What follows belongs to an exercise in optimizing a design on an open flow for small area, a short achievable clock period and few clock cycles per item; a production flow would make more cautious choices.
The RTL was checked by simulation tests, not by an equivalence proof against the original design.
Power and IR drop assume default switching activity.

$ cat flow/run.sh
#!/bin/bash
# synth_recipe.tcl (not shown) runs the flow's synth.tcl, then flattens the netlist and writes it again
# the make line also repeats each setting of config.mk as NAME=value (left out here)
make -C /OpenROAD-flow-scripts/flow DESIGN_CONFIG=/design/flow/config.mk WORK_HOME=/design/flow/orfs CLKGATE_MAP_FILE= SYNTH_SCRIPT=/design/flow/synth_recipe.tcl finish
$ cat flow/constraint.sdc
create_clock -name core_clock -period 8.0 [get_ports {clk}]
set_input_delay 1.6000 -clock core_clock [delete_from_list [all_inputs] [get_ports {clk}]]
set_output_delay 1.6000 -clock core_clock [all_outputs]
set_load 0.01 [all_outputs]
$ cat flow/design.v
`timescale 1ns / 1ps
module fa (
    input logic a, b, c,
    output logic s, co
);
assign s = a ^ b ^ c;
assign co = (a & b) | (a & c) | (b & c);
endmodule
module ha (
    input logic a, b,
    output logic s, co
);
assign s = a ^ b;
assign co = a & b;
endmodule
module hb (
    input logic a, b,
    output logic s, co
);
fa add (.a(a), .b(b), .c(1'b1), .s(s), .co(co));
endmodule
module booth_enc (
    input logic [7:0] b,
    output logic [3:0] one,
    output logic [3:0] two,
    output logic [3:0] neg
);
logic [8:0] bx;
assign bx = {b, 1'b0};
genvar r;
generate
    for (r = 0; r < 4; r++) begin : digit
        assign one[r] = bx[2*r+1] ^ bx[2*r];
        assign two[r] = (bx[2*r+2] & ~bx[2*r+1] & ~bx[2*r]) | (~bx[2*r+2] & bx[2*r+1] & bx[2*r]);
        assign neg[r] = bx[2*r+2] & ~(bx[2*r+1] & bx[2*r]);
    end
endgenerate
endmodule
`timescale 1ns / 1ps
module dot4 (
    input logic [7:0] a0, a1, a2, a3,
    input logic [3:0] one0, one1, one2, one3,
    input logic [3:0] two0, two1, two2, two3,
    input logic [3:0] neg0, neg1, neg2, neg3,
    output logic [15:0] row0,
    output logic [15:0] row1
);
logic p1;
logic p2;
logic p3;
logic p4;
logic p5;
logic p6;
logic p7;
logic p8;
logic p9;
logic p10;
logic p11;
logic p12;
logic p13;
logic p14;
logic p15;
logic p16;
logic p17;
logic p18;
logic p19;
logic p20;
logic p21;
logic p22;
logic p23;
logic p24;
logic p25;
logic p26;
logic p27;
logic p28;
logic p29;
logic p30;
logic p31;
logic p32;
logic p33;
logic p34;
logic p35;
logic p36;
logic p37;
logic p38;
logic p39;
logic p40;
logic p41;
logic p42;
logic p43;
logic p44;
logic p45;
logic p46;
logic p47;
logic p48;
logic p49;
logic p50;
logic p51;
logic p52;
logic p53;
logic p54;
logic p55;
logic p56;
logic p57;
logic p58;
logic p59;
logic p60;
logic p61;
logic p62;
logic p63;
logic p64;
logic p65;
logic p66;
logic p67;
logic p68;
logic p69;
logic p70;
logic p71;
logic p72;
logic p73;
logic p74;
logic p75;
logic p76;
logic p77;
logic p78;
logic p79;
logic p80;
logic p81;
logic p82;
logic p83;
logic p84;
logic p85;
logic p86;
logic p87;
logic p88;
logic p89;
logic p90;
logic p91;
logic p92;
logic p93;
logic p94;
logic p95;
logic p96;
logic p97;
logic p98;
logic p99;
logic p100;
logic p101;
logic p102;
logic p103;
logic p104;
logic p105;
logic p106;
logic p107;
logic p108;
logic p109;
logic p110;
logic p111;
logic p112;
logic p113;
logic p114;
logic p115;
logic p116;
logic p117;
logic p118;
logic p119;
logic p121;
logic p122;
logic p123;
logic p124;
logic p125;
logic p126;
logic p127;
logic p128;
logic p129;
logic p130;
logic p131;
logic p132;
logic p133;
logic p134;
logic p135;
logic p136;
logic p137;
logic p138;
logic p139;
logic p140;
logic p141;
logic p142;
logic p143;
logic p144;
logic p145;
logic p146;
logic p147;
logic p148;
logic p149;
logic p150;
logic p151;
logic p152;
logic p153;
logic p154;
logic p155;
logic p156;
logic p157;
logic p158;
logic s159;
logic c160;
logic s161;
logic c162;
logic s163;
logic c164;
logic s165;
logic c166;
logic s167;
logic c168;
logic s169;
logic c170;
logic s171;
logic c172;
logic s173;
logic c174;
logic s175;
logic c176;
logic s177;
logic c178;
logic s179;
logic c180;
logic s181;
logic c182;
logic s183;
logic c184;
logic s185;
logic c186;
logic s187;
logic c188;
logic s189;
logic c190;
logic s191;
logic c192;
logic s193;
logic c194;
logic s195;
logic c196;
logic s197;
logic c198;
logic s199;
logic c200;
logic s201;
logic c202;
logic s203;
logic c204;
logic s205;
logic c206;
logic s207;
logic c208;
logic s209;
logic c210;
logic s211;
logic c212;
logic s213;
logic c214;
logic s215;
logic c216;
logic s217;
logic c218;
logic s219;
logic c220;
logic s221;
logic c222;
logic s223;
logic c224;
logic s225;
logic c226;
logic s227;
logic c228;
logic s229;
logic c230;
logic s231;
logic c232;
logic s233;
logic c234;
logic s235;
logic c236;
logic s237;
logic c238;
logic s239;
logic c240;
logic s241;
logic c242;
logic s243;
logic c244;
logic s245;
logic c246;
logic s247;
logic c248;
logic s249;
logic c250;
logic s251;
logic c252;
logic s253;
logic c254;
logic s255;
logic c256;
logic s257;
logic c258;
logic s259;
logic c260;
logic s261;
logic c262;
logic s263;
logic c264;
logic s265;
logic c266;
logic s267;
logic c268;
logic s269;
logic c270;
logic s271;
logic c272;
logic s273;
logic c274;
logic s275;
logic c276;
logic s277;
logic c278;
logic s279;
logic c280;
logic s281;
logic c282;
logic s283;
logic c284;
logic s285;
logic c286;
logic s287;
logic c288;
logic s289;
logic c290;
logic s291;
logic c292;
logic s293;
logic c294;
logic s295;
logic c296;
logic s297;
logic c298;
logic s299;
logic c300;
logic s301;
logic c302;
logic s303;
logic c304;
logic s305;
logic c306;
logic s307;
logic c308;
logic s309;
logic c310;
logic s311;
logic c312;
logic s313;
logic c314;
logic s315;
logic c316;
logic s317;
logic c318;
logic s319;
logic c320;
logic s321;
logic c322;
logic s323;
logic c324;
logic s325;
logic c326;
logic s327;
logic c328;
logic s329;
logic c330;
logic s331;
logic c332;
logic s333;
logic c334;
logic s335;
logic c336;
logic s337;
logic c338;
logic s339;
logic c340;
logic s341;
logic c342;
logic s343;
logic c344;
logic s345;
logic c346;
logic s347;
logic c348;
logic s349;
logic c350;
logic s351;
logic c352;
logic s353;
logic c354;
logic s355;
logic c356;
logic s357;
logic c358;
logic s359;
logic c360;
logic s361;
logic c362;
logic s363;
logic c364;
logic s365;
logic c366;
logic s367;
logic c368;
logic s369;
logic c370;
logic s371;
logic c372;
logic s373;
logic c374;
logic s375;
logic c376;
logic s377;
logic c378;
logic s379;
logic c380;
logic s381;
logic c382;
logic s383;
logic c384;
logic s385;
logic c386;
logic s387;
logic c388;
logic s389;
logic c390;
logic s391;
logic c392;
logic s393;
logic c394;
logic s395;
logic c396;
logic s397;
logic c398;
logic s399;
logic c400;
logic s401;
logic c402;
logic s403;
logic c404;
logic s405;
logic c406;
logic s407;
logic c408;
logic s409;
logic c410;
logic s411;
logic c412;
logic s413;
logic c414;
logic s415;
assign p1 = one0[0] & a0[0];
assign p2 = neg0[0] & ~(one0[0] & a0[0]);
assign p3 = ((one0[0] & a0[1]) | (two0[0] & a0[0])) ^ neg0[0];
assign p4 = ((one0[0] & a0[2]) | (two0[0] & a0[1])) ^ neg0[0];
assign p5 = ((one0[0] & a0[3]) | (two0[0] & a0[2])) ^ neg0[0];
assign p6 = ((one0[0] & a0[4]) | (two0[0] & a0[3])) ^ neg0[0];
assign p7 = ((one0[0] & a0[5]) | (two0[0] & a0[4])) ^ neg0[0];
assign p8 = ((one0[0] & a0[6]) | (two0[0] & a0[5])) ^ neg0[0];
assign p9 = ((one0[0] & a0[7]) | (two0[0] & a0[6])) ^ neg0[0];
assign p10 = ~(((one0[0] & a0[7]) | (two0[0] & a0[7])) ^ neg0[0]);
assign p11 = one0[1] & a0[0];
assign p12 = neg0[1] & ~(one0[1] & a0[0]);
assign p13 = ((one0[1] & a0[1]) | (two0[1] & a0[0])) ^ neg0[1];
assign p14 = ((one0[1] & a0[2]) | (two0[1] & a0[1])) ^ neg0[1];
assign p15 = ((one0[1] & a0[3]) | (two0[1] & a0[2])) ^ neg0[1];
assign p16 = ((one0[1] & a0[4]) | (two0[1] & a0[3])) ^ neg0[1];
assign p17 = ((one0[1] & a0[5]) | (two0[1] & a0[4])) ^ neg0[1];
assign p18 = ((one0[1] & a0[6]) | (two0[1] & a0[5])) ^ neg0[1];
assign p19 = ((one0[1] & a0[7]) | (two0[1] & a0[6])) ^ neg0[1];
assign p20 = ~(((one0[1] & a0[7]) | (two0[1] & a0[7])) ^ neg0[1]);
assign p21 = one0[2] & a0[0];
assign p22 = neg0[2] & ~(one0[2] & a0[0]);
assign p23 = ((one0[2] & a0[1]) | (two0[2] & a0[0])) ^ neg0[2];
assign p24 = ((one0[2] & a0[2]) | (two0[2] & a0[1])) ^ neg0[2];
assign p25 = ((one0[2] & a0[3]) | (two0[2] & a0[2])) ^ neg0[2];
assign p26 = ((one0[2] & a0[4]) | (two0[2] & a0[3])) ^ neg0[2];
assign p27 = ((one0[2] & a0[5]) | (two0[2] & a0[4])) ^ neg0[2];
assign p28 = ((one0[2] & a0[6]) | (two0[2] & a0[5])) ^ neg0[2];
assign p29 = ((one0[2] & a0[7]) | (two0[2] & a0[6])) ^ neg0[2];
assign p30 = ~(((one0[2] & a0[7]) | (two0[2] & a0[7])) ^ neg0[2]);
assign p31 = one0[3] & a0[0];
assign p32 = neg0[3] & ~(one0[3] & a0[0]);
assign p33 = ((one0[3] & a0[1]) | (two0[3] & a0[0])) ^ neg0[3];
assign p34 = ((one0[3] & a0[2]) | (two0[3] & a0[1])) ^ neg0[3];
assign p35 = ((one0[3] & a0[3]) | (two0[3] & a0[2])) ^ neg0[3];
assign p36 = ((one0[3] & a0[4]) | (two0[3] & a0[3])) ^ neg0[3];
assign p37 = ((one0[3] & a0[5]) | (two0[3] & a0[4])) ^ neg0[3];
assign p38 = ((one0[3] & a0[6]) | (two0[3] & a0[5])) ^ neg0[3];
assign p39 = ((one0[3] & a0[7]) | (two0[3] & a0[6])) ^ neg0[3];
assign p40 = ~(((one0[3] & a0[7]) | (two0[3] & a0[7])) ^ neg0[3]);
assign p41 = one1[0] & a1[0];
assign p42 = neg1[0] & ~(one1[0] & a1[0]);
assign p43 = ((one1[0] & a1[1]) | (two1[0] & a1[0])) ^ neg1[0];
assign p44 = ((one1[0] & a1[2]) | (two1[0] & a1[1])) ^ neg1[0];
assign p45 = ((one1[0] & a1[3]) | (two1[0] & a1[2])) ^ neg1[0];
assign p46 = ((one1[0] & a1[4]) | (two1[0] & a1[3])) ^ neg1[0];
assign p47 = ((one1[0] & a1[5]) | (two1[0] & a1[4])) ^ neg1[0];
assign p48 = ((one1[0] & a1[6]) | (two1[0] & a1[5])) ^ neg1[0];
assign p49 = ((one1[0] & a1[7]) | (two1[0] & a1[6])) ^ neg1[0];
assign p50 = ~(((one1[0] & a1[7]) | (two1[0] & a1[7])) ^ neg1[0]);
assign p51 = one1[1] & a1[0];
assign p52 = neg1[1] & ~(one1[1] & a1[0]);
assign p53 = ((one1[1] & a1[1]) | (two1[1] & a1[0])) ^ neg1[1];
assign p54 = ((one1[1] & a1[2]) | (two1[1] & a1[1])) ^ neg1[1];
assign p55 = ((one1[1] & a1[3]) | (two1[1] & a1[2])) ^ neg1[1];
assign p56 = ((one1[1] & a1[4]) | (two1[1] & a1[3])) ^ neg1[1];
assign p57 = ((one1[1] & a1[5]) | (two1[1] & a1[4])) ^ neg1[1];
assign p58 = ((one1[1] & a1[6]) | (two1[1] & a1[5])) ^ neg1[1];
assign p59 = ((one1[1] & a1[7]) | (two1[1] & a1[6])) ^ neg1[1];
assign p60 = ~(((one1[1] & a1[7]) | (two1[1] & a1[7])) ^ neg1[1]);
assign p61 = one1[2] & a1[0];
assign p62 = neg1[2] & ~(one1[2] & a1[0]);
assign p63 = ((one1[2] & a1[1]) | (two1[2] & a1[0])) ^ neg1[2];
assign p64 = ((one1[2] & a1[2]) | (two1[2] & a1[1])) ^ neg1[2];
assign p65 = ((one1[2] & a1[3]) | (two1[2] & a1[2])) ^ neg1[2];
assign p66 = ((one1[2] & a1[4]) | (two1[2] & a1[3])) ^ neg1[2];
assign p67 = ((one1[2] & a1[5]) | (two1[2] & a1[4])) ^ neg1[2];
assign p68 = ((one1[2] & a1[6]) | (two1[2] & a1[5])) ^ neg1[2];
assign p69 = ((one1[2] & a1[7]) | (two1[2] & a1[6])) ^ neg1[2];
assign p70 = ~(((one1[2] & a1[7]) | (two1[2] & a1[7])) ^ neg1[2]);
assign p71 = one1[3] & a1[0];
assign p72 = neg1[3] & ~(one1[3] & a1[0]);
assign p73 = ((one1[3] & a1[1]) | (two1[3] & a1[0])) ^ neg1[3];
assign p74 = ((one1[3] & a1[2]) | (two1[3] & a1[1])) ^ neg1[3];
assign p75 = ((one1[3] & a1[3]) | (two1[3] & a1[2])) ^ neg1[3];
assign p76 = ((one1[3] & a1[4]) | (two1[3] & a1[3])) ^ neg1[3];
assign p77 = ((one1[3] & a1[5]) | (two1[3] & a1[4])) ^ neg1[3];
assign p78 = ((one1[3] & a1[6]) | (two1[3] & a1[5])) ^ neg1[3];
assign p79 = ((one1[3] & a1[7]) | (two1[3] & a1[6])) ^ neg1[3];
assign p80 = ~(((one1[3] & a1[7]) | (two1[3] & a1[7])) ^ neg1[3]);
assign p81 = one2[0] & a2[0];
assign p82 = neg2[0] & ~(one2[0] & a2[0]);
assign p83 = ((one2[0] & a2[1]) | (two2[0] & a2[0])) ^ neg2[0];
assign p84 = ((one2[0] & a2[2]) | (two2[0] & a2[1])) ^ neg2[0];
assign p85 = ((one2[0] & a2[3]) | (two2[0] & a2[2])) ^ neg2[0];
assign p86 = ((one2[0] & a2[4]) | (two2[0] & a2[3])) ^ neg2[0];
assign p87 = ((one2[0] & a2[5]) | (two2[0] & a2[4])) ^ neg2[0];
assign p88 = ((one2[0] & a2[6]) | (two2[0] & a2[5])) ^ neg2[0];
assign p89 = ((one2[0] & a2[7]) | (two2[0] & a2[6])) ^ neg2[0];
assign p90 = ~(((one2[0] & a2[7]) | (two2[0] & a2[7])) ^ neg2[0]);
assign p91 = one2[1] & a2[0];
assign p92 = neg2[1] & ~(one2[1] & a2[0]);
assign p93 = ((one2[1] & a2[1]) | (two2[1] & a2[0])) ^ neg2[1];
assign p94 = ((one2[1] & a2[2]) | (two2[1] & a2[1])) ^ neg2[1];
assign p95 = ((one2[1] & a2[3]) | (two2[1] & a2[2])) ^ neg2[1];
assign p96 = ((one2[1] & a2[4]) | (two2[1] & a2[3])) ^ neg2[1];
assign p97 = ((one2[1] & a2[5]) | (two2[1] & a2[4])) ^ neg2[1];
assign p98 = ((one2[1] & a2[6]) | (two2[1] & a2[5])) ^ neg2[1];
assign p99 = ((one2[1] & a2[7]) | (two2[1] & a2[6])) ^ neg2[1];
assign p100 = ~(((one2[1] & a2[7]) | (two2[1] & a2[7])) ^ neg2[1]);
assign p101 = one2[2] & a2[0];
assign p102 = neg2[2] & ~(one2[2] & a2[0]);
assign p103 = ((one2[2] & a2[1]) | (two2[2] & a2[0])) ^ neg2[2];
assign p104 = ((one2[2] & a2[2]) | (two2[2] & a2[1])) ^ neg2[2];
assign p105 = ((one2[2] & a2[3]) | (two2[2] & a2[2])) ^ neg2[2];
assign p106 = ((one2[2] & a2[4]) | (two2[2] & a2[3])) ^ neg2[2];
assign p107 = ((one2[2] & a2[5]) | (two2[2] & a2[4])) ^ neg2[2];
assign p108 = ((one2[2] & a2[6]) | (two2[2] & a2[5])) ^ neg2[2];
assign p109 = ((one2[2] & a2[7]) | (two2[2] & a2[6])) ^ neg2[2];
assign p110 = ~(((one2[2] & a2[7]) | (two2[2] & a2[7])) ^ neg2[2]);
assign p111 = ((one2[3] & a2[0])) ^ neg2[3];
assign p112 = ((one2[3] & a2[1]) | (two2[3] & a2[0])) ^ neg2[3];
assign p113 = ((one2[3] & a2[2]) | (two2[3] & a2[1])) ^ neg2[3];
assign p114 = ((one2[3] & a2[3]) | (two2[3] & a2[2])) ^ neg2[3];
assign p115 = ((one2[3] & a2[4]) | (two2[3] & a2[3])) ^ neg2[3];
assign p116 = ((one2[3] & a2[5]) | (two2[3] & a2[4])) ^ neg2[3];
assign p117 = ((one2[3] & a2[6]) | (two2[3] & a2[5])) ^ neg2[3];
assign p118 = ((one2[3] & a2[7]) | (two2[3] & a2[6])) ^ neg2[3];
assign p119 = ~(((one2[3] & a2[7]) | (two2[3] & a2[7])) ^ neg2[3]);
assign row1[0] = one3[0] & a3[0];
assign p121 = neg3[0] & ~(one3[0] & a3[0]);
assign p122 = ((one3[0] & a3[1]) | (two3[0] & a3[0])) ^ neg3[0];
assign p123 = ((one3[0] & a3[2]) | (two3[0] & a3[1])) ^ neg3[0];
assign p124 = ((one3[0] & a3[3]) | (two3[0] & a3[2])) ^ neg3[0];
assign p125 = ((one3[0] & a3[4]) | (two3[0] & a3[3])) ^ neg3[0];
assign p126 = ((one3[0] & a3[5]) | (two3[0] & a3[4])) ^ neg3[0];
assign p127 = ((one3[0] & a3[6]) | (two3[0] & a3[5])) ^ neg3[0];
assign p128 = ((one3[0] & a3[7]) | (two3[0] & a3[6])) ^ neg3[0];
assign p129 = ~(((one3[0] & a3[7]) | (two3[0] & a3[7])) ^ neg3[0]);
assign p130 = one3[1] & a3[0];
assign p131 = neg3[1] & ~(one3[1] & a3[0]);
assign p132 = ((one3[1] & a3[1]) | (two3[1] & a3[0])) ^ neg3[1];
assign p133 = ((one3[1] & a3[2]) | (two3[1] & a3[1])) ^ neg3[1];
assign p134 = ((one3[1] & a3[3]) | (two3[1] & a3[2])) ^ neg3[1];
assign p135 = ((one3[1] & a3[4]) | (two3[1] & a3[3])) ^ neg3[1];
assign p136 = ((one3[1] & a3[5]) | (two3[1] & a3[4])) ^ neg3[1];
assign p137 = ((one3[1] & a3[6]) | (two3[1] & a3[5])) ^ neg3[1];
assign p138 = ((one3[1] & a3[7]) | (two3[1] & a3[6])) ^ neg3[1];
assign p139 = ~(((one3[1] & a3[7]) | (two3[1] & a3[7])) ^ neg3[1]);
assign p140 = one3[2] & a3[0];
assign p141 = neg3[2] & ~(one3[2] & a3[0]);
assign p142 = ((one3[2] & a3[1]) | (two3[2] & a3[0])) ^ neg3[2];
assign p143 = ((one3[2] & a3[2]) | (two3[2] & a3[1])) ^ neg3[2];
assign p144 = ((one3[2] & a3[3]) | (two3[2] & a3[2])) ^ neg3[2];
assign p145 = ((one3[2] & a3[4]) | (two3[2] & a3[3])) ^ neg3[2];
assign p146 = ((one3[2] & a3[5]) | (two3[2] & a3[4])) ^ neg3[2];
assign p147 = ((one3[2] & a3[6]) | (two3[2] & a3[5])) ^ neg3[2];
assign p148 = ((one3[2] & a3[7]) | (two3[2] & a3[6])) ^ neg3[2];
assign p149 = ~(((one3[2] & a3[7]) | (two3[2] & a3[7])) ^ neg3[2]);
assign p150 = ((one3[3] & a3[0])) ^ neg3[3];
assign p151 = ((one3[3] & a3[1]) | (two3[3] & a3[0])) ^ neg3[3];
assign p152 = ((one3[3] & a3[2]) | (two3[3] & a3[1])) ^ neg3[3];
assign p153 = ((one3[3] & a3[3]) | (two3[3] & a3[2])) ^ neg3[3];
assign p154 = ((one3[3] & a3[4]) | (two3[3] & a3[3])) ^ neg3[3];
assign p155 = ((one3[3] & a3[5]) | (two3[3] & a3[4])) ^ neg3[3];
assign p156 = ((one3[3] & a3[6]) | (two3[3] & a3[5])) ^ neg3[3];
assign p157 = ((one3[3] & a3[7]) | (two3[3] & a3[6])) ^ neg3[3];
assign p158 = ~(((one3[3] & a3[7]) | (two3[3] & a3[7])) ^ neg3[3]);
fa u160 (.a(p7), .b(p15), .c(p22), .s(s159), .co(c160));
ha u162 (.a(p23), .b(p47), .s(s161), .co(c162));
fa u164 (.a(p8), .b(p16), .c(p24), .s(s163), .co(c164));
fa u166 (.a(p31), .b(p48), .c(p56), .s(s165), .co(c166));
fa u168 (.a(p64), .b(p71), .c(p88), .s(s167), .co(c168));
ha u170 (.a(p96), .b(p104), .s(s169), .co(c170));
fa u172 (.a(p9), .b(p17), .c(p25), .s(s171), .co(c172));
fa u174 (.a(p32), .b(p33), .c(p49), .s(s173), .co(c174));
fa u176 (.a(p57), .b(p65), .c(p72), .s(s175), .co(c176));
fa u178 (.a(p73), .b(p89), .c(p97), .s(s177), .co(c178));
ha u180 (.a(p105), .b(p112), .s(s179), .co(c180));
fa u182 (.a(p10), .b(p18), .c(p26), .s(s181), .co(c182));
fa u184 (.a(p34), .b(p50), .c(p58), .s(s183), .co(c184));
fa u186 (.a(p66), .b(p74), .c(p90), .s(s185), .co(c186));
fa u188 (.a(p98), .b(p106), .c(p113), .s(s187), .co(c188));
fa u190 (.a(p19), .b(p27), .c(p35), .s(s189), .co(c190));
ha u192 (.a(p59), .b(p67), .s(s191), .co(c192));
fa u194 (.a(p20), .b(p28), .c(p36), .s(s193), .co(c194));
fa u196 (.a(p5), .b(p12), .c(p13), .s(s195), .co(c196));
ha u198 (.a(p45), .b(p52), .s(s197), .co(c198));
fa u200 (.a(p6), .b(p14), .c(p21), .s(s199), .co(c200));
fa u202 (.a(p46), .b(p54), .c(p61), .s(s201), .co(c202));
ha u204 (.a(p86), .b(p94), .s(s203), .co(c204));
fa u206 (.a(s159), .b(s161), .c(p55), .s(s205), .co(c206));
fa u208 (.a(p62), .b(p63), .c(p87), .s(s207), .co(c208));
fa u210 (.a(p95), .b(p102), .c(p103), .s(s209), .co(c210));
ha u212 (.a(p126), .b(p134), .s(s211), .co(c212));
fa u214 (.a(c160), .b(c162), .c(s163), .s(s213), .co(c214));
fa u216 (.a(s165), .b(s167), .c(s169), .s(s215), .co(c216));
fa u218 (.a(p111), .b(neg2[3]), .c(p127), .s(s217), .co(c218));
fa u220 (.a(p135), .b(p143), .c(p150), .s(s219), .co(c220));
fa u222 (.a(c164), .b(c166), .c(c168), .s(s221), .co(c222));
fa u224 (.a(c170), .b(s171), .c(s173), .s(s223), .co(c224));
fa u226 (.a(s175), .b(s177), .c(s179), .s(s225), .co(c226));
fa u228 (.a(p128), .b(p136), .c(p144), .s(s227), .co(c228));
fa u230 (.a(c172), .b(c174), .c(c176), .s(s229), .co(c230));
fa u232 (.a(c178), .b(c180), .c(s181), .s(s231), .co(c232));
fa u234 (.a(s183), .b(s185), .c(s187), .s(s233), .co(c234));
fa u236 (.a(p129), .b(p137), .c(p145), .s(s235), .co(c236));
fa u238 (.a(c182), .b(c184), .c(c186), .s(s237), .co(c238));
fa u240 (.a(c188), .b(s189), .c(s191), .s(s239), .co(c240));
fa u242 (.a(p75), .b(p99), .c(p107), .s(s241), .co(c242));
fa u244 (.a(p114), .b(p138), .c(p146), .s(s243), .co(c244));
fa u246 (.a(c190), .b(c192), .c(s193), .s(s245), .co(c246));
fa u248 (.a(p60), .b(p68), .c(p76), .s(s247), .co(c248));
fa u250 (.a(p100), .b(p108), .c(p115), .s(s249), .co(c250));
fa u252 (.a(p139), .b(p147), .c(p154), .s(s251), .co(c252));
fa u254 (.a(c194), .b(p29), .c(p37), .s(s253), .co(c254));
fa u256 (.a(p69), .b(p77), .c(p109), .s(s255), .co(c256));
ha u258 (.a(p116), .b(p148), .s(s257), .co(c258));
fa u260 (.a(p30), .b(p38), .c(p70), .s(s259), .co(c260));
fa u262 (.a(p2), .b(p3), .c(p42), .s(s261), .co(c262));
fa u264 (.a(p4), .b(p11), .c(p44), .s(s263), .co(c264));
ha u266 (.a(p51), .b(p84), .s(s265), .co(c266));
fa u268 (.a(s195), .b(s197), .c(p53), .s(s267), .co(c268));
fa u270 (.a(p85), .b(p92), .c(p93), .s(s269), .co(c270));
ha u272 (.a(p124), .b(p131), .s(s271), .co(c272));
fa u274 (.a(c196), .b(c198), .c(s199), .s(s273), .co(c274));
fa u276 (.a(s201), .b(s203), .c(p101), .s(s275), .co(c276));
fa u278 (.a(p125), .b(p133), .c(p140), .s(s277), .co(c278));
fa u280 (.a(c200), .b(c202), .c(c204), .s(s279), .co(c280));
fa u282 (.a(s205), .b(s207), .c(s209), .s(s281), .co(c282));
fa u284 (.a(s211), .b(p141), .c(p142), .s(s283), .co(c284));
fa u286 (.a(c206), .b(c208), .c(c210), .s(s285), .co(c286));
fa u288 (.a(c212), .b(s213), .c(s215), .s(s287), .co(c288));
fa u290 (.a(s217), .b(s219), .c(neg3[3]), .s(s289), .co(c290));
fa u292 (.a(c214), .b(c216), .c(c218), .s(s291), .co(c292));
fa u294 (.a(c220), .b(s221), .c(s223), .s(s293), .co(c294));
fa u296 (.a(s225), .b(s227), .c(p151), .s(s295), .co(c296));
fa u298 (.a(c222), .b(c224), .c(c226), .s(s297), .co(c298));
fa u300 (.a(c228), .b(s229), .c(s231), .s(s299), .co(c300));
fa u302 (.a(s233), .b(s235), .c(p152), .s(s301), .co(c302));
fa u304 (.a(c230), .b(c232), .c(c234), .s(s303), .co(c304));
fa u306 (.a(c236), .b(s237), .c(s239), .s(s305), .co(c306));
fa u308 (.a(s241), .b(s243), .c(p153), .s(s307), .co(c308));
fa u310 (.a(c238), .b(c240), .c(c242), .s(s309), .co(c310));
fa u312 (.a(c244), .b(s245), .c(s247), .s(s311), .co(c312));
hb u314 (.a(s249), .b(s251), .s(s313), .co(c314));
fa u316 (.a(c246), .b(c248), .c(c250), .s(s315), .co(c316));
fa u318 (.a(c252), .b(s253), .c(s255), .s(s317), .co(c318));
hb u320 (.a(s257), .b(p155), .s(s319), .co(c320));
fa u322 (.a(c254), .b(c256), .c(c258), .s(s321), .co(c322));
fa u324 (.a(s259), .b(p78), .c(p110), .s(s323), .co(c324));
fa u326 (.a(p117), .b(p149), .c(p156), .s(s325), .co(c326));
fa u328 (.a(c260), .b(p39), .c(p79), .s(s327), .co(c328));
ha u330 (.a(p118), .b(p157), .s(s329), .co(c330));
fa u332 (.a(s261), .b(p43), .c(p82), .s(s331), .co(c332));
fa u334 (.a(c262), .b(s263), .c(s265), .s(s333), .co(c334));
ha u336 (.a(p91), .b(p123), .s(s335), .co(c336));
fa u338 (.a(c264), .b(c266), .c(s267), .s(s337), .co(c338));
fa u340 (.a(s269), .b(s271), .c(p132), .s(s339), .co(c340));
fa u342 (.a(c268), .b(c270), .c(c272), .s(s341), .co(c342));
fa u344 (.a(s273), .b(s275), .c(s277), .s(s343), .co(c344));
fa u346 (.a(c274), .b(c276), .c(c278), .s(s345), .co(c346));
fa u348 (.a(s279), .b(s281), .c(s283), .s(s347), .co(c348));
fa u350 (.a(c280), .b(c282), .c(c284), .s(s349), .co(c350));
fa u352 (.a(s285), .b(s287), .c(s289), .s(s351), .co(c352));
fa u354 (.a(c286), .b(c288), .c(c290), .s(s353), .co(c354));
fa u356 (.a(s291), .b(s293), .c(s295), .s(s355), .co(c356));
fa u358 (.a(c292), .b(c294), .c(c296), .s(s357), .co(c358));
fa u360 (.a(s297), .b(s299), .c(s301), .s(s359), .co(c360));
fa u362 (.a(c298), .b(c300), .c(c302), .s(s361), .co(c362));
fa u364 (.a(s303), .b(s305), .c(s307), .s(s363), .co(c364));
fa u366 (.a(c304), .b(c306), .c(c308), .s(s365), .co(c366));
fa u368 (.a(s309), .b(s311), .c(s313), .s(s367), .co(c368));
fa u370 (.a(c310), .b(c312), .c(c314), .s(s369), .co(c370));
fa u372 (.a(s315), .b(s317), .c(s319), .s(s371), .co(c372));
fa u374 (.a(c316), .b(c318), .c(c320), .s(s373), .co(c374));
fa u376 (.a(s321), .b(s323), .c(s325), .s(s375), .co(c376));
fa u378 (.a(c322), .b(c324), .c(c326), .s(s377), .co(c378));
hb u380 (.a(s327), .b(s329), .s(s379), .co(c380));
fa u382 (.a(c328), .b(c330), .c(p40), .s(s381), .co(c382));
fa u384 (.a(p80), .b(p119), .c(p158), .s(s383), .co(c384));
ha u386 (.a(p1), .b(p41), .s(s385), .co(c386));
fa u388 (.a(s331), .b(p83), .c(p121), .s(s387), .co(c388));
fa u390 (.a(c332), .b(s333), .c(s335), .s(s389), .co(c390));
fa u392 (.a(c334), .b(c336), .c(s337), .s(s391), .co(c392));
fa u394 (.a(c338), .b(c340), .c(s341), .s(s393), .co(c394));
fa u396 (.a(c342), .b(c344), .c(s345), .s(s395), .co(c396));
fa u398 (.a(c346), .b(c348), .c(s349), .s(s397), .co(c398));
fa u400 (.a(c350), .b(c352), .c(s353), .s(s399), .co(c400));
fa u402 (.a(c354), .b(c356), .c(s357), .s(s401), .co(c402));
fa u404 (.a(c358), .b(c360), .c(s361), .s(s403), .co(c404));
fa u406 (.a(c362), .b(c364), .c(s365), .s(s405), .co(c406));
fa u408 (.a(c366), .b(c368), .c(s369), .s(s407), .co(c408));
fa u410 (.a(c370), .b(c372), .c(s373), .s(s409), .co(c410));
fa u412 (.a(c374), .b(c376), .c(s377), .s(s411), .co(c412));
fa u414 (.a(c378), .b(c380), .c(s381), .s(s413), .co(c414));
assign s415 = c382 ^ c384;
ha u417 (.a(s385), .b(p81), .s(row0[0]), .co(row0[1]));
fa u419 (.a(c386), .b(s387), .c(p122), .s(row1[1]), .co(row0[2]));
fa u421 (.a(c388), .b(s389), .c(p130), .s(row1[2]), .co(row0[3]));
fa u423 (.a(c390), .b(s391), .c(s339), .s(row1[3]), .co(row0[4]));
fa u425 (.a(c392), .b(s393), .c(s343), .s(row1[4]), .co(row0[5]));
fa u427 (.a(c394), .b(s395), .c(s347), .s(row1[5]), .co(row0[6]));
fa u429 (.a(c396), .b(s397), .c(s351), .s(row1[6]), .co(row0[7]));
fa u431 (.a(c398), .b(s399), .c(s355), .s(row1[7]), .co(row0[8]));
fa u433 (.a(c400), .b(s401), .c(s359), .s(row1[8]), .co(row0[9]));
fa u435 (.a(c402), .b(s403), .c(s363), .s(row1[9]), .co(row0[10]));
fa u437 (.a(c404), .b(s405), .c(s367), .s(row1[10]), .co(row0[11]));
fa u439 (.a(c406), .b(s407), .c(s371), .s(row1[11]), .co(row0[12]));
fa u441 (.a(c408), .b(s409), .c(s375), .s(row1[12]), .co(row0[13]));
fa u443 (.a(c410), .b(s411), .c(s379), .s(row1[13]), .co(row0[14]));
fa u445 (.a(c412), .b(s413), .c(s383), .s(row1[14]), .co(row0[15]));
assign row1[15] = c414 ^ s415 ^ 1'b1;
endmodule
`timescale 1ns / 1ps
module matrix_mul #(
    parameter BITS = 8,  
    parameter WIDTH = 4,  
    parameter HEIGHT_A = 4,  
    parameter WIDTH_B = 4  
)(
    input logic clk,  
    input logic reset,  
    input logic start,  
    input logic [HEIGHT_A*WIDTH*BITS-1:0] i_array_a,  
    input logic [WIDTH*WIDTH_B*BITS-1:0] i_array_b,  
    output logic [HEIGHT_A*WIDTH_B*2*BITS-1:0] o_array_res,  
    output logic done  
);
logic [HEIGHT_A*WIDTH_B*2*BITS-1:0] row0, row1, res;
logic [3:0] one [WIDTH*WIDTH_B];
logic [3:0] two [WIDTH*WIDTH_B];
logic [3:0] neg [WIDTH*WIDTH_B];
genvar e;
generate
    for (e = 0; e < WIDTH*WIDTH_B; e++) begin : enc
        booth_enc be (.b(i_array_b[e*BITS +: BITS]), .one(one[e]), .two(two[e]), .neg(neg[e]));
    end
endgenerate
genvar i, j;
generate
    for (i = 0; i < HEIGHT_A; i++) begin : row
        for (j = 0; j < WIDTH_B; j++) begin : col
            localparam int R = i*WIDTH_B + j;
            dot4 dot (
                .a0(i_array_a[(i*WIDTH+0)*BITS +: BITS]),
                .a1(i_array_a[(i*WIDTH+1)*BITS +: BITS]),
                .a2(i_array_a[(i*WIDTH+2)*BITS +: BITS]),
                .a3(i_array_a[(i*WIDTH+3)*BITS +: BITS]),
                .one0(one[0*WIDTH_B+j]), .two0(two[0*WIDTH_B+j]), .neg0(neg[0*WIDTH_B+j]),
                .one1(one[1*WIDTH_B+j]), .two1(two[1*WIDTH_B+j]), .neg1(neg[1*WIDTH_B+j]),
                .one2(one[2*WIDTH_B+j]), .two2(two[2*WIDTH_B+j]), .neg2(neg[2*WIDTH_B+j]),
                .one3(one[3*WIDTH_B+j]), .two3(two[3*WIDTH_B+j]), .neg3(neg[3*WIDTH_B+j]),
                .row0(row0[R*2*BITS +: 2*BITS]),
                .row1(row1[R*2*BITS +: 2*BITS])
            );
            assign res[R*2*BITS +: 2*BITS] = row0_q[R*2*BITS +: 2*BITS] + row1_q[R*2*BITS +: 2*BITS];
        end
    end
endgenerate
logic [HEIGHT_A*WIDTH_B*2*BITS-1:0] row0_q, row1_q;
always_ff @(posedge clk) begin
    if (start) begin
        row0_q <= row0;
        row1_q <= row1;
    end
end
assign o_array_res = res;
always_ff @(posedge clk or negedge reset) begin
    if (!reset) done <= 1'b0;
    else if (start) done <= 1'b1;
end
endmodule
$ cat flow/config.mk
export PLATFORM = sky130hd
export DESIGN_NAME = matrix_mul
export DESIGN_NICKNAME = matrix_mul
export VERILOG_FILES = /design/flow/design.v
export SDC_FILE = /design/flow/constraint.sdc
export NUM_CORES = 4
export LEC_CHECK = 0
export CAP_MARGIN = 20
export CORE_MARGIN = 2
export CORE_UTILIZATION = 40
export SLEW_MARGIN = 20
export SYNTH_HIERARCHICAL = 1
==> results of run 1 <==
kinds of logic after synthesis:
family,Yosys count,synth area share [%]
compound gates,2598,15.7
simple gates,887,4.23
other cells,48,0.152
xor+xnor,2341,17.3
buf+inv,1217,9.20
flops,513,13.0
fa+ha+maj,2592,40.4
power by group through the flow:
stage	combinational [mW]	clock (mW)	sequential, mW
6_report	54.2	3.60	8.72
5_1_grt	60.0	3.76	8.83
4_1_cts	54.1	3.68	8.71
3_5_place_dp	53.7	0	8.75
3_3_place_gp	52.5	0	8.74
2_1_floorplan	33.5	0	8.53
Yosys stat by module (local to each module, per instance):
module	area [µm²]	flip-flops and latches	cells inside	times used
hb	3.75	0	1	48
fa	20.0	0	1	2064
matrix_mul	25400	513	1780	1
dot4	2940	0	362	16
ha	12.5	0	1	224
booth_enc	135	0	18	16
synthesized netlist by cell type, drive strengths merged, types with 123 or more instances:
master,n
fa,2080
and2,231
a21oi,176
a22oi,1795
nand2,123
xor2,344
buf,1136
ha,512
xnor2,1997
nor2b,302
edfxtp,512
o21ai,349
flip-flops by register name (all words and copies together), names as in the netlist:
register and count:
row0_q 256, done 1, row1_q 256
routing by layer:
metal / part of all wire [%] / track usage, % / up-vias
met5: 0.072 / 0.269 / -
met4: 7.6 / 20.4 / 46
met3: 12 / 10.8 / 1784
met2: 43 / 47.8 / 7220
met1: 37 / 40.3 / 46678
li1: - / - / 34951
worst max-delay path: cells and delay by family:
family        cells  cell delay (ns)
fa+ha+maj         6             3.56
simple gates      1             0.09
buf+inv           2             1.02
xor+xnor          1             0.60
worst paths after layout:
| path | startpoint | end |
|---|---|---|
| max | i_array_b[85] | row1_q[167] |
| min | done | done |
| max reg2reg | done | done |
| min reg2reg | done | done |
| max in group asynchronous | reset | done |
| min in group asynchronous | reset | done |
layout make-up:
cell class / count / area [µm²] / area share [%]
Tap cell: 3939 / 4930 / 3.93
Clock buffer: 82 / 1990 / 1.59
Inverter: 32 / 120 / 0.0959
Timing Repair Buffer: 985 / 9090 / 7.26
Clock inverter: 51 / 539 / 0.431
Antenna cell: 19 / 47.5 / 0.0380
Multi-Input combinational cell: 8466 / 93200 / 74.4
Sequential cell: 513 / 15400 / 12.3
metrics by stage:
step	instance area [µm²]	std cells	setup WS, ns	util, %
after floorplan	119000	10196	2.25	-
after global placement	123000	13932	1.12	41.4
after detailed placement	123000	13933	1.09	41.4
after CTS	125000	14066	1.57	42.2
after global routing	125000	14077	1.50	42.3
final	125000	14087	1.56	42.3
==> summary.md, run 1 <==
| Metric | Value |
|---|---|
| Max incr delay on CP | `around 1.1 ns` |
| Arr. time, crit path | `roughly 6.9 ns` |
| Number of port buffers | `515` |
| Most used cell, CP | `fa_1` |
| CTS Buf Count | `74` |
| Combinational power share | `81.5%` |
| Clk_skew | `0 ns` |
| Net Sw Power | `between 30 and 40 mW` |
| Post-Syn Instances | `about 10000` |
| Most common flop cell mapped by yosys | `edfxtp_1` |
| Nets | `12923` |
| Iter 0 DRT Violations | `12061` |
| Vias in the first global route | `97549` |
| Post-cts resize count | `0` |
| YS warnings | `10` |
| CP Capture Type | `flip-flop` |
| Post-route antenna net violation count | `0` |
| Hold path depth | `1` |
| Total core area | `0.296 mm²` |
| Pleak | `45.5 nW` |
| RSZ-0062 raised after global routing | `no` |
| Async SR Flop Fraction | `0.195%` |
| Hold slack final | `roughly 0.48 ns` |
| DR vias | `90679` |
| Pin count of the biggest net entering global routing | `between 100 and 150` |
| Die X-Extent | `549 µm` |
| Top Ports | `between 500 and 600` |
| Clock share of power | `5.4%` |
| Worst skew pair latency | `0.72 ns` |
| Syn_nets | `13047` |
| Post-CTS Setup Repair Bufs | `0` |
| Clk sink count | `513` |
| Pwr/cell area | `531 mW/mm²` |
| Worst slew margin | `14.1%` |
| Worst Setup Start Kind | `input pin` |
| Area share of the leading cell type in the synthesized netlist | `35.1%` |
| DRT Pass-1 Iters | `9` |
| Share of layout cells above drive strength 1 | `8.53%` |
| Critical-path cell list | `clkdlybuf4s50_1 > ha_1 > buf_4 > nand2_1 > xnor2_1 > fa_1 > fa_1 > fa_1 > fa_1 > fa_1` |
| Drc violations | `0` |
| Critical-path maximum fanout | `9` |
| Layout area overhead | `5.45%` |
| Worst path slowest cell | `ha_1` |
| Max_cap viols | `0` |
| Post-Route WL | `between 400 and 500 mm` |
| Average size of a mapped cell | `between 10 and 15 µm²` |
| Cell row count | `200` |
| CTS tree | `yes` |
| Maximum vdd drop | `about 0.00055 V` |
| Synth area leader | `fa_1` |
| Seq/Total Area, Yosys | `13.0%` |
| Crit path kind | `in2reg` |
| Clk slew on worst S/H paths | `around 0.06 ns` |
| EDFF count, synth | `~500` |
| H-tree depth | `3` |
| First-pass GRT wire length | `700 mm` |
| Setup violators final | `0` |
| Final critical-path share of the clock period | `80.4%` |
| Die Ht | `around 550 µm` |
| Die ar. | `roughly 0.3 mm²` |
| Synth area leaders | `fa_1 35%, xnor2_1 15%, edfxtp_1 13%` |
| Worst Path Required | `8.46 ns` |
| DR vias/cell | `~6.4` |
| Post-DP HPWL | `341 mm` |
| Setup_tns | `0 ns` |
| Starting Density | `between 40% and 50%` |
| Overall routing resource usage | `32.2%` |
| Sw Share | `between 40% and 50%` |
| Max Clk Rate | `155 MHz` |
| Total gr overflow | `0` |
| Antenna violations before repair | `44` |
| Placer Congestion | `0.962` |
| Synthesis-stage register bit count | `513` |
| Worst reg-to-reg path cell count | `1` |
| Filler cells | `27822` |
| Post-Syn Area | `0.119 mm²` |
| Wirelength per Cell | `34.9 µm` |
| CTS root buffer | `clkbuf_16` |
| Worst min-delay path category | `reg2reg` |
| P_int | `35.1 mW` |
| Seq pwr share | `a little over an eighth` |
| Commonest non-fill, non-tap cells in the layout | `2080 x fa_1, 1997 x xnor2_1, 1747 x a22oi_1, 512 x edfxtp_1, 504 x ha_1` |
| Slew @ Worst Pin | `1.28 ns` |
| Fin. Hold Viols | `0` |
| Status | `complete, no violations` |
| Slew Limit Fails | `0` |
| R2r setup slk | `7.22 ns` |
| Most common cell after layout, fill and taps aside | `fa_1` |
| Hold buffers post-CTS | `0` |
| Tot Pwr | `66.5 mW` |
| Minimum clock period after layout | `6.44 ns` |
| Synth cell types | `70` |
| Largest buffer count on any clock path | `3` |
Testbench counts, summed over its fixed seeds: cycles 2,000, items 2,000.
==> run 2: changes to the inputs <==
--- a/flow/config.mk
+++ b/flow/config.mk
@@ -7,6 +7,7 @@
 export LEC_CHECK = 0
 export CAP_MARGIN = 20
 export CORE_MARGIN = 2
-export CORE_UTILIZATION = 40
+export CORE_UTILIZATION = 60
+export SETUP_SLACK_MARGIN = 2.5
 export SLEW_MARGIN = 20
 export SYNTH_HIERARCHICAL = 1
==> summary.md, run 2 <==
| Metric | Value |
|---|---|
| Starting Density | `60.3% (+20 points)` |
| Final instance area | `0.132 mm² (+5.2%)` |
| DRT Pass-1 Iters | `14 (+5)` |
| Critical-path maximum fanout | `12 (+3)` |
| Slew Limit Fails | `0 (unchanged)` |
| Synth area leaders | `fa_1 35%, xnor2_1 15%, edfxtp_1 13%` |
| DR vias/cell | `7.42 (+15%)` |
| Most common cell after layout, fill and taps aside | `fa_1` |
| Cell class contributing the biggest share of worst-path delay | `adder cells` |
| Filler cells | `15144 (-46%)` |
| Clk sink count | `513 (unchanged)` |
| RSZ-0062 raised after global routing | `yes` |
| CTS Buf Count | `73 (-1.4%)` |
| Layout area overhead | `11.0%` |
| Minimum clock period after layout | `5.54 ns (-0.899 ns)` |
| Max incr delay on CP | `0.56 ns (-0.50 ns)` |
| Fin. Hold Viols | `0 (unchanged)` |
| Hold buffers post-CTS | `0 (unchanged)` |
| Wirelength per Cell | `39.9 µm (+14%)` |
| Final critical-path share of the clock period | `69.2% (-11 points)` |
| Most common cell in the netlist | `fa_1` |
| Pwr/cell area | `514 mW/mm² (-3.3%)` |
| Commonest non-fill, non-tap cells in the layout | `1989 x fa_1, 1976 x xnor2_1, 1744 x a22oi_1, 549 x buf_4, 512 x edfxtp_1` |
| Most common flop cell mapped by yosys | `edfxtp_1` |
| Pleak | `49.5 nW (+8.7%)` |
| Die X-Extent | `449 µm (-18%)` |
| Maximum vdd drop | `0.000617 V (+12%)` |
| Pin count of the biggest net entering global routing | `140 (+12%)` |
| Placed instance area | `0.121 mm² (-1.3%)` |
| Iter 0 DRT Violations | `16367 (+36%)` |
| Placer Congestion | `0.997 (+3.7%)` |
| Syn_nets | `13047 (unchanged)` |
| Vias in the first global route | `100806 (+3.3%)` |
| First-pass GRT wire length | `730 mm (+4.3%)` |
| Top Ports | `516 (unchanged)` |
| Worst slew margin | `17.7% (+3.6 points)` |
| YS warnings | `10 (unchanged)` |
| Largest buffer count on any clock path | `3 (unchanged)` |
| Worst path slowest cell | `fa_1` |
| WP buf/inv | `2 (unchanged)` |
| Synthesis-stage register bit count | `513 (unchanged)` |
| Antenna violations before repair | `37 (-16%)` |
| Arr. time, crit path | `6.03 ns (-0.87 ns)` |
| Seq/Total Area, Yosys | `13.0% (unchanged)` |
| Clk_skew | `0 ns (unchanged)` |
| Cell row count | `163 (-19%)` |
| Critical-path cell list | `buf_2 > buf_4 > a22oi_1 > xnor2_2 > fa_1 > fa_1 > fa_2 > fa_1 > fa_1 > fa_1` |
| Clk slew on worst S/H paths | `0.06 ns (about the same)` |
| Total core area | `0.197 mm² (-34%)` |
| Pre-CTS WS | `0.940 ns (-0.148 ns)` |
| Top cells by count, synth | `2080 x fa_1, 1997 x xnor2_1, 1747 x a22oi_1` |
| Synth cell types | `70 (unchanged)` |
| Post-Route WL | `527 mm (+7.1%)` |
| CP Capture Type | `flip-flop` |
| CTS tree | `yes` |
| Setup_tns | `0 ns (unchanged)` |
| Worst skew pair latency | `0.74 ns (+0.02 ns)` |
| Worst Setup Start Kind | `input pin` |
| Setup violators final | `0 (unchanged)` |
| Register Area | `0.0154 mm² (unchanged)` |
| Post-route antenna net violation count | `0 (unchanged)` |
| Post-Syn Instances | `10196 (unchanged)` |
| Drc violations | `0 (unchanged)` |
| Post-Syn Area | `0.119 mm² (unchanged)` |
| EDFF count, synth | `512 (unchanged)` |
| Status | `complete, no violations` |
| Max Clk Rate | `181 MHz (+16%)` |
| DR vias | `98109 (+8.2%)` |
| Total gr overflow | `0 (unchanged)` |
| Post-DP HPWL | `326 mm (-4.5%)` |
| Biggest regs | `row0_q x256, row1_q x256, done x1` |
| Die Ht | `449 µm (-18%)` |
| Most used cell, CP | `fa_1` |
| Hold slack final | `0.475 ns (-0.00233 ns)` |
| H-tree depth | `3 (unchanged)` |
| Slew @ Worst Pin | `1.23 ns (-0.0497 ns)` |
| Share of layout cells above drive strength 1 | `14.7% (+6.1 points)` |
| CTS root buffer | `clkbuf_16` |
| Area share of the leading cell type in the synthesized netlist | `35.1% (unchanged)` |
| Overall routing resource usage | `50.8% (+19 points)` |
| Async SR Flop Fraction | `0.195% (unchanged)` |
| Footprint of the multi-input gates | `0.0948 mm² (+1.7%)` |
| Synth area leader | `fa_1` |
| Final WS setup | `2.46 ns (+0.899 ns)` |
| Worst min-delay path category | `reg2reg` |
| Number of port buffers | `515 (unchanged)` |
| Worst Path Required | `8.50 ns (+0.04 ns)` |
| Crit path kind | `in2reg` |
| Max_cap viols | `0 (unchanged)` |
| Die ar. | `0.202 mm² (-33%)` |
| Nets | `13351 (+3.3%)` |
| Average size of a mapped cell | `11.7 µm² (unchanged)` |
| Core Util, Final | `66.9% (+25 points)` |
==> run 2: power breakdown <==
part / switching (mW) / internal [mW] / total, mW
Clock: 1.44 / 1.87 / 3.31
Combinational: 29.6 / 26.0 / 55.6
Sequential: 0.587 / 8.20 / 8.79
==> run 2: final cells by class <==
| type | instances | area share, % |
|---|---|---|
| multi-input cells | 8468 | 71.9 |
| clock buffers | 91 | 1.47 |
| inverters | 32 | 0.0911 |
| well taps | 2640 | 2.51 |
| clock inverters | 36 | 0.244 |
| repair buffers | 1412 | 12.1 |
| diodes | 31 | 0.0589 |
| flip-flops and latches | 513 | 11.7 |
==> run 2: repair_timing <==
action,CTS,global route
cloned,44,11
resized for setup,451,374
endpoints found under the setup margin,378,305
pin swaps,102,239
setup buffers,295,79
endpoints found under the hold margin,0,0
==> run 2: logic make-up after synthesis <==
family,count (synthesis),share of synthesized area [%]
flip-flops,513,13.0
AO/OA/AOI/OAI,2598,15.7
buffers and inverters,1217,9.20
adder cells (fa/ha/maj),2592,40.4
other,48,0.152
AND/OR/NAND/NOR,887,4.23
XOR/XNOR,2341,17.3
==> run 2: through the flow <==
step	power, mW	instances
finish	67.7	13223
global route	72.7	13204
CTS	65.6	13102
detailed placement	61.1	12636
global placement	59.9	12636
floorplan	42.1	10196
==> run 2: path summary, 6_finish.rpt <==
check	endpoint	start	depth (start not counted)	slack, ns
worst min-delay path	done	done	1	0.47
worst min register to register	done	done	1	0.47
worst max-delay path	row1_q[217]	i_array_a[113]	10	2.46
worst max register to register	done	done	1	7.22
min in group asynchronous	done	reset	1	1.00
max in group asynchronous	done	reset	1	6.90
==> run 2: metal layers <==
layer | wire [µm] | share of wire, % | up-vias | track usage [%]
met5 | 1120 | 0.21 | - | 2.08
met4 | 52500 | 10 | 59 | 39.2
met3 | 86900 | 16 | 2997 | 23.8
met2 | 208000 | 39 | 9943 | 68.3
met1 | 179000 | 34 | 49220 | 62.6
li1 | - | - | 35890 | -
==> run 2: modules after synthesis (local to each module, per instance) <==
module,flops+latches,cells,cell area (µm²)
dot4,0,362,2940
hb,0,1,3.75
booth_enc,0,18,135
ha,0,1,12.5
matrix_mul,513,1780,25400
fa,0,1,20.0
==> run 3: changes to the inputs <==
--- a/flow/design.v
+++ b/flow/design.v
@@ -36,14 +36,98 @@
     end
 endgenerate
 endmodule
+module cpa16 (
+    input logic [15:0] a,
+    input logic [15:0] b,
+    output logic [15:0] s
+);
+logic [15:0] p, g;
+assign p = a ^ b;
+assign g = a & b;
+logic g0_1;
+assign g0_1 = g[1] | (p[1] & g[0]);
+logic g0_3;
+assign g0_3 = g[3] | (p[3] & g[2]);
+logic p0_3;
+assign p0_3 = p[3] & p[2];
+logic g0_5;
+assign g0_5 = g[5] | (p[5] & g[4]);
+logic p0_5;
+assign p0_5 = p[5] & p[4];
+logic g0_7;
+assign g0_7 = g[7] | (p[7] & g[6]);
+logic p0_7;
+assign p0_7 = p[7] & p[6];
+logic g0_9;
+assign g0_9 = g[9] | (p[9] & g[8]);
+logic p0_9;
+assign p0_9 = p[9] & p[8];
+logic g0_11;
+assign g0_11 = g[11] | (p[11] & g[10]);
+logic p0_11;
+assign p0_11 = p[11] & p[10];
+logic g0_13;
+assign g0_13 = g[13] | (p[13] & g[12]);
+logic p0_13;
+assign p0_13 = p[13] & p[12];
+logic g1_3;
+assign g1_3 = g0_3 | (p0_3 & g0_1);
+logic g1_7;
+assign g1_7 = g0_7 | (p0_7 & g0_5);
+logic p1_7;
+assign p1_7 = p0_7 & p0_5;
+logic g1_11;
+assign g1_11 = g0_11 | (p0_11 & g0_9);
+logic p1_11;
+assign p1_11 = p0_11 & p0_9;
+logic g2_7;
+assign g2_7 = g1_7 | (p1_7 & g1_3);
+logic g5_11;
+assign g5_11 = g1_11 | (p1_11 & g2_7);
+logic g6_5;
+assign g6_5 = g0_5 | (p0_5 & g1_3);
+logic g6_9;
+assign g6_9 = g0_9 | (p0_9 & g2_7);
+logic g6_13;
+assign g6_13 = g0_13 | (p0_13 & g5_11);
+logic g7_2;
+assign g7_2 = g[2] | (p[2] & g0_1);
+logic g7_4;
+assign g7_4 = g[4] | (p[4] & g1_3);
+logic g7_6;
+assign g7_6 = g[6] | (p[6] & g6_5);
+logic g7_8;
+assign g7_8 = g[8] | (p[8] & g2_7);
+logic g7_10;
+assign g7_10 = g[10] | (p[10] & g6_9);
+logic g7_12;
+assign g7_12 = g[12] | (p[12] & g5_11);
+logic g7_14;
+assign g7_14 = g[14] | (p[14] & g6_13);
+assign s[0] = p[0];
+assign s[1] = p[1] ^ g[0];
+assign s[2] = p[2] ^ g0_1;
+assign s[3] = p[3] ^ g7_2;
+assign s[4] = p[4] ^ g1_3;
+assign s[5] = p[5] ^ g7_4;
+assign s[6] = p[6] ^ g6_5;
+assign s[7] = p[7] ^ g7_6;
+assign s[8] = p[8] ^ g2_7;
+assign s[9] = p[9] ^ g7_8;
+assign s[10] = p[10] ^ g6_9;
+assign s[11] = p[11] ^ g7_10;
+assign s[12] = p[12] ^ g5_11;
+assign s[13] = p[13] ^ g7_12;
+assign s[14] = p[14] ^ g6_13;
+assign s[15] = p[15] ^ g7_14;
+endmodule
 `timescale 1ns / 1ps
 module dot4 (
     input logic [7:0] a0, a1, a2, a3,
     input logic [3:0] one0, one1, one2, one3,
     input logic [3:0] two0, two1, two2, two3,
     input logic [3:0] neg0, neg1, neg2, neg3,
-    output logic [15:0] row0,
-    output logic [15:0] row1
+    output logic [31:0] cs
 );
 logic p1;
 logic p2;
@@ -578,7 +662,7 @@
 assign p117 = ((one2[3] & a2[6]) | (two2[3] & a2[5])) ^ neg2[3];
 assign p118 = ((one2[3] & a2[7]) | (two2[3] & a2[6])) ^ neg2[3];
 assign p119 = ~(((one2[3] & a2[7]) | (two2[3] & a2[7])) ^ neg2[3]);
-assign row1[0] = one3[0] & a3[0];
+assign cs[1] = one3[0] & a3[0];
 assign p121 = neg3[0] & ~(one3[0] & a3[0]);
 assign p122 = ((one3[0] & a3[1]) | (two3[0] & a3[0])) ^ neg3[0];
 assign p123 = ((one3[0] & a3[2]) | (two3[0] & a3[1])) ^ neg3[0];
@@ -746,22 +830,31 @@
 fa u412 (.a(c374), .b(c376), .c(s377), .s(s411), .co(c412));
 fa u414 (.a(c378), .b(c380), .c(s381), .s(s413), .co(c414));
 assign s415 = c382 ^ c384;
-ha u417 (.a(s385), .b(p81), .s(row0[0]), .co(row0[1]));
-fa u419 (.a(c386), .b(s387), .c(p122), .s(row1[1]), .co(row0[2]));
-fa u421 (.a(c388), .b(s389), .c(p130), .s(row1[2]), .co(row0[3]));
-fa u423 (.a(c390), .b(s391), .c(s339), .s(row1[3]), .co(row0[4]));
-fa u425 (.a(c392), .b(s393), .c(s343), .s(row1[4]), .co(row0[5]));
-fa u427 (.a(c394), .b(s395), .c(s347), .s(row1[5]), .co(row0[6]));
-fa u429 (.a(c396), .b(s397), .c(s351), .s(row1[6]), .co(row0[7]));
-fa u431 (.a(c398), .b(s399), .c(s355), .s(row1[7]), .co(row0[8]));
-fa u433 (.a(c400), .b(s401), .c(s359), .s(row1[8]), .co(row0[9]));
-fa u435 (.a(c402), .b(s403), .c(s363), .s(row1[9]), .co(row0[10]));
-fa u437 (.a(c404), .b(s405), .c(s367), .s(row1[10]), .co(row0[11]));
-fa u439 (.a(c406), .b(s407), .c(s371), .s(row1[11]), .co(row0[12]));
-fa u441 (.a(c408), .b(s409), .c(s375), .s(row1[12]), .co(row0[13]));
-fa u443 (.a(c410), .b(s411), .c(s379), .s(row1[13]), .co(row0[14]));
-fa u445 (.a(c412), .b(s413), .c(s383), .s(row1[14]), .co(row0[15]));
-assign row1[15] = c414 ^ s415 ^ 1'b1;
+ha u417 (.a(s385), .b(p81), .s(cs[0]), .co(cs[2]));
+fa u419 (.a(c386), .b(s387), .c(p122), .s(cs[3]), .co(cs[4]));
+fa u421 (.a(c388), .b(s389), .c(p130), .s(cs[5]), .co(cs[6]));
+fa u423 (.a(c390), .b(s391), .c(s339), .s(cs[7]), .co(cs[8]));
+fa u425 (.a(c392), .b(s393), .c(s343), .s(cs[9]), .co(cs[10]));
+fa u427 (.a(c394), .b(s395), .c(s347), .s(cs[11]), .co(cs[12]));
+fa u429 (.a(c396), .b(s397), .c(s351), .s(cs[13]), .co(cs[14]));
+fa u431 (.a(c398), .b(s399), .c(s355), .s(cs[15]), .co(cs[16]));
+fa u433 (.a(c400), .b(s401), .c(s359), .s(cs[17]), .co(cs[18]));
+fa u435 (.a(c402), .b(s403), .c(s363), .s(cs[19]), .co(cs[20]));
+fa u437 (.a(c404), .b(s405), .c(s367), .s(cs[21]), .co(cs[22]));
+fa u439 (.a(c406), .b(s407), .c(s371), .s(cs[23]), .co(cs[24]));
+fa u441 (.a(c408), .b(s409), .c(s375), .s(cs[25]), .co(cs[26]));
+fa u443 (.a(c410), .b(s411), .c(s379), .s(cs[27]), .co(cs[28]));
+fa u445 (.a(c412), .b(s413), .c(s383), .s(cs[29]), .co(cs[30]));
+assign cs[31] = c414 ^ s415 ^ 1'b1;
+endmodule
+module dot4_fin (
+    input logic [31:0] cs,
+    output logic [15:0] res
+);
+logic [15:0] row0, row1;
+assign row0 = {cs[30], cs[28], cs[26], cs[24], cs[22], cs[20], cs[18], cs[16], cs[14], cs[12], cs[10], cs[8], cs[6], cs[4], cs[2], cs[0]};
+assign row1 = {cs[31], cs[29], cs[27], cs[25], cs[23], cs[21], cs[19], cs[17], cs[15], cs[13], cs[11], cs[9], cs[7], cs[5], cs[3], cs[1]};
+cpa16 add (.a(row0), .b(row1), .s(res));
 endmodule
 `timescale 1ns / 1ps
 module matrix_mul #(
@@ -778,7 +871,7 @@
     output logic [HEIGHT_A*WIDTH_B*2*BITS-1:0] o_array_res,  
     output logic done  
 );
-logic [HEIGHT_A*WIDTH_B*2*BITS-1:0] row0, row1, res;
+localparam int NCS = 32;  
 logic [3:0] one [WIDTH*WIDTH_B];
 logic [3:0] two [WIDTH*WIDTH_B];
 logic [3:0] neg [WIDTH*WIDTH_B];
@@ -788,6 +881,7 @@
         booth_enc be (.b(i_array_b[e*BITS +: BITS]), .one(one[e]), .two(two[e]), .neg(neg[e]));
     end
 endgenerate
+logic [HEIGHT_A*WIDTH_B*NCS-1:0] cs, cs_q;
 genvar i, j;
 generate
     for (i = 0; i < HEIGHT_A; i++) begin : row
@@ -802,21 +896,15 @@
                 .one1(one[1*WIDTH_B+j]), .two1(two[1*WIDTH_B+j]), .neg1(neg[1*WIDTH_B+j]),
                 .one2(one[2*WIDTH_B+j]), .two2(two[2*WIDTH_B+j]), .neg2(neg[2*WIDTH_B+j]),
                 .one3(one[3*WIDTH_B+j]), .two3(two[3*WIDTH_B+j]), .neg3(neg[3*WIDTH_B+j]),
-                .row0(row0[R*2*BITS +: 2*BITS]),
-                .row1(row1[R*2*BITS +: 2*BITS])
+                .cs(cs[R*NCS +: NCS])
             );
-            assign res[R*2*BITS +: 2*BITS] = row0_q[R*2*BITS +: 2*BITS] + row1_q[R*2*BITS +: 2*BITS];
+            dot4_fin fin (.cs(cs_q[R*NCS +: NCS]), .res(o_array_res[R*2*BITS +: 2*BITS]));
         end
     end
 endgenerate
-logic [HEIGHT_A*WIDTH_B*2*BITS-1:0] row0_q, row1_q;
 always_ff @(posedge clk) begin
-    if (start) begin
-        row0_q <= row0;
-        row1_q <= row1;
-    end
+    if (start) cs_q <= cs;
 end
-assign o_array_res = res;
 always_ff @(posedge clk or negedge reset) begin
     if (!reset) done <= 1'b0;
     else if (start) done <= 1'b1;
--- a/flow/config.mk
+++ b/flow/config.mk
@@ -7,7 +7,7 @@
 export LEC_CHECK = 0
 export CAP_MARGIN = 20
 export CORE_MARGIN = 2
-export CORE_UTILIZATION = 60
+export CORE_UTILIZATION = 55
 export SETUP_SLACK_MARGIN = 2.5
 export SLEW_MARGIN = 20
 export SYNTH_HIERARCHICAL = 1
==> summary.md, run 3 <==
| Metric | Value |
|---|---|
| Most common flop cell mapped by yosys | `edfxtp_1` |
| Hold Startpoint | `done` |
| Final WS setup | `2.43 ns (-0.0303 ns)` |
| Worst reg2reg endpoint | `done` |
| Overall routing resource usage | `41.2% (-9.6 points)` |
| Post-DP HPWL | `308 mm (-5.6%)` |
| Most common cell in the netlist | `fa_1` |
| DR vias/cell | `6.83 (-7.9%)` |
| Combinational power share | `80.8% (-1.3 points)` |
| Post-Syn Instances | `10050 (-1.4%)` |
| Status | `complete, no violations` |
| Max_cap viols | `0 (unchanged)` |
| Max Clk Rate | `180 MHz (-0.54%)` |
| Pleak | `48.8 nW (-1.3%)` |
| Synth area leader | `fa_1` |
| Synthesis-stage register bit count | `513 (unchanged)` |
| Commonest non-fill, non-tap cells in the layout | `2108 x fa_1, 1901 x xnor2_1, 1742 x a22oi_1, 512 x edfxtp_1, 468 x buf_4` |
| Clk slew on worst S/H paths | `0.06 ns (about the same)` |
| Wirelength per Cell | `34.9 µm (-12%)` |
| Worst path slowest cell | `dlygate4sd2_1` |
| Register Area | `0.0154 mm² (unchanged)` |
| Post-Syn Area | `0.119 mm² (about the same)` |
| Number of port buffers | `515 (unchanged)` |
| Critical-path maximum fanout | `12 (unchanged)` |
| YS warnings | `10 (unchanged)` |
| Syn_nets | `12981 (-0.51%)` |
| Total gr overflow | `0 (unchanged)` |
| Placer Congestion | `0.958 (-4.0%)` |
| Maximum vdd drop | `0.000414 V (-33%)` |
| Worst Path Required | `8.47 ns (-0.03 ns)` |
| Hold Path Sink | `done` |
| First-pass GRT wire length | `655 mm (-10%)` |
| Crit path kind | `in2reg` |
| Die Ht | `469 µm (+4.4%)` |
| Final critical-path share of the clock period | `69.6% (+0.38 points)` |
| Average size of a mapped cell | `11.8 µm² (+1.4%)` |
| Worst reg-to-reg path cell count | `1 (unchanged)` |
| DRT Pass-1 Iters | `7 (-7)` |
| Critical-path cell list | `dlygate4sd2_1 > buf_4 > a22oi_1 > xnor2_1 > ha_1 > fa_1 > fa_1 > fa_1 > fa_1 > fa_1` |
| H-tree depth | `3 (unchanged)` |
| Filler cells | `17357 (+15%)` |
| Largest buffer count on any clock path | `3 (unchanged)` |
| Worst slew margin | `19.2% (+1.5 points)` |
| Seq/Total Area, Yosys | `13.0% (about the same)` |
| Nets | `13187 (-1.2%)` |
| Share of layout cells above drive strength 1 | `14.0% (-0.64 points)` |
| Post-route antenna net violation count | `0 (unchanged)` |
| Most common cell after layout, fill and taps aside | `fa_1` |
| Drc violations | `0 (unchanged)` |
| CTS tree | `yes` |
| CTS root buffer | `clkbuf_16` |
| Setup_tns | `0 ns (unchanged)` |
| Clk_skew | `0 ns (unchanged)` |
| Top Ports | `516 (unchanged)` |
| Die ar. | `0.220 mm² (+8.9%)` |
| Starting Density | `55.3% (-5.0 points)` |
| P_int | `34.9 mW (-3.1%)` |
| Net Sw Power | `29.7 mW (-6.1%)` |
| Synth cell types | `34 (-51%)` |
| Slew @ Worst Pin | `1.21 ns (-0.0225 ns)` |
| Worst min-delay path category | `reg2reg` |
| RSZ-0062 raised after global routing | `yes` |
| Total core area | `0.215 mm² (+8.9%)` |
| Slew Limit Fails | `0 (unchanged)` |
| Pwr/cell area | `496 mW/mm² (-3.5%)` |
| Worst r2r src | `done` |
| Die X-Extent | `469 µm (+4.4%)` |
| Footprint of the multi-input gates | `0.0937 mm² (-1.1%)` |
| Vias in the first global route | `95839 (-4.9%)` |
| Minimum clock period after layout | `5.57 ns (+0.0303 ns)` |
| Antenna violations before repair | `54 (+46%)` |
## run 3: area by class of cell
class,instances,share of cell area (%)
Antenna cell,47,0.0902
Clock buffer,94,1.54
Clock inverter,42,0.343
Inverter,224,0.645
Multi-Input combinational cell,8131,71.9
Sequential cell,513,11.8
Tap cell,2838,2.72
Timing Repair Buffer,1311,11.0
## run 3: logic make-up after synthesis
kind of cell,after synthesis,synth area share (%)
other,48,0.152
DFF,513,13.0
buffers and inverters,1408,9.82
xor gates and xnor gates,2240,16.5
and+or+nand+nor,817,4.00
adders and majority gates,2672,42.0
AOI/OAI and AO/OA,2352,14.5
## run 3: worst max path at each step
stage	startpoint	end	slack, ns	cells after the start
finish	i_array_a[79]	cs_q[311]	2.43	10
global route	i_array_b[62]	cs_q[243]	2.44	13
CTS	i_array_b[66]	cs_q[147]	2.50	12
detailed placement	i_array_b[22]	cs_q[339]	0.94	12
global placement	i_array_b[6]	cs_q[147]	0.80	12
floorplan	i_array_b[26]	cs_q[109]	2.50	11
## run 3: per-stage QoR
| step | util [%] | cell area, µm² | total power [mW] | hold slack, ns |
|---|---|---|---|---|
| 6_report | 60.8 | 130000 | 64.6 | 0.463 |
| 4_1_cts | 59.7 | 128000 | 64.2 | 0.472 |
| 3_3_place_gp | 56.4 | 121000 | 58.5 | 0.447 |
| 3_5_place_dp | 56.4 | 121000 | 59.6 | 0.454 |
| 5_1_grt | 60.7 | 130000 | 70.6 | 0.499 |
| 2_1_floorplan | - | 119000 | 41.0 | 0.504 |
## run 3: metal layers
metal  wire length (µm)  track usage, %  vias up  share of wire, %
met3              63200            13.2     1644                14
met5                261               0        -             0.057
met4              31200            24.4       30               6.8
met1             167000            53.2    46584                36
li1                   -               -    34590                 -
met2             200000            60.8     7325                43
## run 3: critical path, delay by kind of cell
family | cells | cell delay [ns]
adder cells (fa/ha/maj) | 6 | 2.74
buffers and inverters | 2 | 1.36
XOR/XNOR | 1 | 0.16
AO/OA/AOI/OAI | 1 | 0.14
## run 3: Yosys stat by module (local to each module, per instance), a selection
module	cells inside	copies in the design	area [µm²]	flip-flops and latches
dot4	362	16	2940	0
hb	1	48	3.75	0
booth_enc	18	16	135	0
ha	1	224	12.5	0
matrix_mul	514	1	15400	513
cpa16	70	16	617	0
fa	1	2064	20.0	0
## run 3: repair_timing
| item | 4_1_cts | 5_1_grt |
|---|---|---|
| buffers inserted | 206 | 91 |
| pin swaps | 82 | 211 |
| resized for setup | 340 | 373 |
| endpoints found under the setup margin | 348 | 279 |
| cloned | 31 | 17 |
## run 3: power groups by stage
| stage | clock, mW | sequential (mW) | combinational (mW) |
|---|---|---|---|
| floorplan | 0 | 8.72 | 32.2 |
| global placement | 0 | 8.93 | 49.5 |
| detailed placement | 0 | 8.96 | 50.7 |
| CTS | 3.55 | 8.93 | 51.7 |
| global route | 3.63 | 9.07 | 57.9 |
| finish | 3.49 | 8.91 | 52.2 |
Testbench counts of run 3, summed over its fixed seeds: cycles 2,000, items 2,000.

Setup slack of run 3, layout unchanged: 2.433 ns with ideal ports, 2.482 ns with driving cells assumed (clock clkbuf_16, inputs buf_2), 1.665 ns with port delays also shifted by the 0.830 ns mid clock arrival.
